Source: an optimization exercise on an open RTL-to-GDS flow (aim: small area and a short achievable clock period). Production flows keep margins and buffers that such runs may drop.
RTL that was checked went through simulation tests only; none was proved equivalent to the original.
Power and IR drop assume default switching activity.

## job 101
==> module fp_add, before the edit <==
module fp_add (
    input  logic        clk,
    input  logic        rst,
    input  logic        add,
    input  logic        update,
    input  logic        run,
    input  logic [31:0] b,
    output logic [31:0] sum
);
    logic [31:0] a;
    assign a = sum;
    logic za, zb;
    always @(posedge clk) begin
        za <= (a[30:0] == 31'd0);
        zb <= (b[30:23] == 8'd0);
    end
    logic       swap;
    logic [4:0] shamt;
    logic [8:0] diff;
    logic [7:0] mag;
    assign diff = {1'b0, a[30:23]} - {1'b0, b[30:23]};
    assign mag  = diff[8] ? -diff[7:0] : diff[7:0];
    always @(posedge clk) begin
        swap  <= diff[8];
        shamt <= (mag[7:5] != 3'd0) ? 5'd31 : mag[4:0];
    end
    logic [23:0] man_a, man_b, major, minor;
    assign man_a = {~za, a[22:0]};
    assign man_b = {~zb, b[22:0]};
    assign major = swap ? man_b : man_a;
    assign minor = swap ? man_a : man_b;
    logic        larger;     
    logic        s_sgn;
    logic [7:0]  s_exp;
    logic [24:0] s_man;
    always @(posedge clk) begin
        if (add) begin
            s_sgn <= (za && zb) ? 1'b0 : (larger ? a[31] : b[31]);
            s_exp <= swap ? b[30:23] : a[30:23];
            s_man <= {1'b0, major} + {1'b0, minor >> shamt};
        end
    end
    always @(posedge clk or negedge rst) begin
        if (!rst)
            larger <= 1'b0;
        else if (add && run)
            larger <= (a[30:0] > b[30:0]);
    end
    logic norm;
    assign norm = s_man[24] && !s_man[23] && (s_exp != 8'd0);
    always @(posedge clk or negedge rst) begin
        if (!rst)
            sum <= 32'd0;
        else if (update)
            sum <= {s_sgn, s_exp + {7'd0, norm}, norm ? s_man[23:1] : s_man[22:0]};
    end
endmodule
export LEC_CHECK = 0
export CAP_MARGIN = 20
export CORE_MARGIN = 2
export CORE_UTILIZATION = 40
export SETUP_SLACK_MARGIN = 5
export SLEW_MARGIN = 20
create_clock -name core_clock -period 12.0 [get_ports {clk}]
run.sh (not shown) runs the stock make flow with config.mk's settings and CLKGATE_MAP_FILE= SYNTH_SCRIPT=/design/flow/synth_recipe.tcl, a recipe that flattens the netlist after the stock synthesis.
The following lists how job 105 was set up differently from job 101:
--- a/flow/design.v
+++ b/flow/design.v
@@ -109,10 +109,8 @@
     logic [31:0] a;
     assign a = sum;
     logic za, zb;
-    always @(posedge clk) begin
-        za <= (a[30:0] == 31'd0);
-        zb <= (b[30:23] == 8'd0);
-    end
+    assign za = (a[30:0] == 31'd0);
+    assign zb = (b[30:23] == 8'd0);
     logic       swap;
     logic [4:0] shamt;
     logic [8:0] diff;
- Job 105 has completed all stages; timing, DRC and antenna checks passed.
- Compared to job 101, the router laid down less metal wire for job 105.
- Changes observed in job 105 relative to job 101: filler-free cell count of the finished design shows a reduction of 47, die span in y closely matched the old numbers.
- Diff job 105..job 101 | hold slack | negligible
- Of job 105 and job 101, it is job 105 that has the lower layout inverter count without the clock tree.
- Job 101 -> job 105: mean cell area of the mapped netlist increased by a few percent
- Job 105 vs job 101 — synthesized cell count dropped by a few percent
- Setup slack: job 105 less than job 101
- Placed standard-cell area delta (job 105 -> job 101): insignificant
- As far as combinational cell power is concerned, job 101 and job 105 perform about the same.
No run of this note included a check of the RTL's function; only the layout flow was run.

========
PE, a different RTL version from the one above (not shown whole).
Size: roughly 17000 µm² of cells after synthesis.
==> module PE, before the edit <==
module PE (
    input clk,
    input rst,
    input logic [31:0] PE_in_a,
    input logic [31:0] PE_in_b,
    output logic [31:0] PE_out_r
);
    logic [4:0] pm;      
    logic [5:0] pa;      
    logic       run;     
    always @(posedge clk or negedge rst) begin
        if (!rst) begin
            pm  <= 5'b00001;
            pa  <= 6'b000001;
            run <= 1'b0;
        end
        else begin
            pm <= {pm[3:0], pm[4]};
            pa <= {pa[4:0], pa[5]};
            if (pa[5])
                run <= 1'b1;
        end
    end
    logic [31:0] prod;
    fp_mult uut_1 (.clk(clk),
                   .load(pm[0]),
                   .first(pm[1]),
                   .store(pm[1] & ~pa[2]),
                   .a(PE_in_a),
                   .b(PE_in_b),
                   .result(prod));
    fp_add uut_2 (.clk(clk),
                  .rst(rst),
                  .add((pa[4] & ~pm[2]) | (pa[3] & pm[1])),
                  .update(pa[5] & run),
                  .run(run),
                  .b(prod),
                  .sum(PE_out_r));
endmodule
==> flow/config.mk <==
export PLATFORM = sky130hd
export DESIGN_NAME = PE
export DESIGN_NICKNAME = PE
export VERILOG_FILES = /design/flow/design.v
export SDC_FILE = /design/flow/constraint.sdc
export NUM_CORES = 4
export LEC_CHECK = 0
export CAP_MARGIN = 20
export CORE_MARGIN = 2
export CORE_UTILIZATION = 55
export CTS_CLUSTER_DIAMETER = 80
export CTS_CLUSTER_SIZE = 24
export SLEW_MARGIN = 20
==> flow/constraint.sdc <==
create_clock -name core_clock -period 12.0 [get_ports {clk}]
set_input_delay 2.4000 -clock core_clock [delete_from_list [all_inputs] [get_ports {clk}]]
set_output_delay 2.4000 -clock core_clock [all_outputs]
set_load 0.01 [all_outputs]
standard.sh (not shown) runs the stock make flow with config.mk's settings and CLKGATE_MAP_FILE= SYNTH_SCRIPT=/design/flow/synth_recipe.tcl, a recipe that flattens the netlist after the stock synthesis.
==> flow/flow/run.sh <==
#!/bin/bash
set -euo pipefail
bash standard.sh finish SETUP_SLACK_MARGIN=8.4 "BUFFER_PORTS_ARGS=-buffer_cell sky130_fd_sc_hd__buf_2" SYNTH_KEEP_MODULES=fp_fa > flow.log 2>&1
Rerun with:
--- a/flow/design.v
+++ b/flow/design.v
@@ -631,26 +631,29 @@
     input rst,
     input logic [31:0] PE_in_a,
     input logic [31:0] PE_in_b,
     output logic [31:0] PE_out_r
 );
-    logic [4:0] pm;      
-    logic [5:0] pa;      
+    logic [2:0] qm, qa;
     logic       run;     
     always @(posedge clk or negedge rst) begin
         if (!rst) begin
-            pm  <= 5'b00001;
-            pa  <= 6'b000001;
+            qm  <= 3'b000;
+            qa  <= 3'b000;
             run <= 1'b0;
         end
         else begin
-            pm <= {pm[3:0], pm[4]};
-            pa <= {pa[4:0], pa[5]};
-            if (pa[5])
+            qm <= {qm[1] & qm[0], qm[0], ~qm[2]};
+            qa <= {qa[1:0], ~qa[2]};
+            if (qa[2] & ~qa[1])
                 run <= 1'b1;
         end
     end
+    logic [4:0] pm;      
+    logic [5:0] pa;      
+    assign pm = {qm[2] & ~qm[0], qm[2] & qm[0], ~qm[2] & qm[1], ~qm[1] & qm[0], ~qm[1] & ~qm[0]};
+    assign pa = {qa[2] & ~qa[1], qa[1] & ~qa[0], qa[2] & qa[0], ~qa[2] & qa[1], ~qa[1] & qa[0], ~qa[2] & ~qa[0]};
     logic [31:0] prod;
     fp_mult uut_1 (.clk(clk),
                    .load(pm[0]),
                    .first(pm[1]),
                    .store(pm[1] & ~pa[2]),
Effect:
- The changed run went through all stages and came out clean
- first-iteration DRC count rises slightly
- total power climbs by well over a third
- cell count hardly moves
- cell area goes up slightly
- combinational power went up to 36 times its value
- register-to-register slack is better by 0.02 ns
- area after synthesis drops slightly
- utilization went up by 0.30 points
- wire length is higher by a few percent
- worst hold slack improved by 0.056 ns
- maximum frequency hardly moves
- die area came out lower slightly
- critical path depth does not change
- clock-buffer cell count rises by 1
For the second run of this note, only the layout was checked, not whether the RTL still works.

-- static timing again, ports no longer ideal --
Ports are ideal in the flow. The routed layouts listed here were re-timed in OpenROAD. Step 1 assumes that a clkbuf_16 drives the clock port and a buf_2 every other input. Step 2, shift: input delay + t, output delay - t, t = (earliest + latest rising clock arrival at the registers) / 2. This alone moves slack from input paths to output paths. Three values: no drivers, after step 1, after step 2; two values: the first two.
| run | t (ns) | setup slack, ns | worst data-port slew with drivers (ns) |
|---|---|---|---|
| job 101 | 0.645 | 6.846 / 6.846 / 6.846 | 0.05 |
| job 105 | 0.626 | 6.785 / 6.785 / 6.785 | 0.05 |
| the first run of note 2 | 0.557 | 8.434 / 8.383 / 7.977 | 0.03 |
| the second run of note 2 | 0.574 | 8.431 / 8.380 / 8.112 | 0.04 |
After both steps setup and hold are still met in every run listed. For the first run of note 2, which loses most, drivers alone change the setup slack by -0.051 ns; drivers and shift together by -0.457 ns.
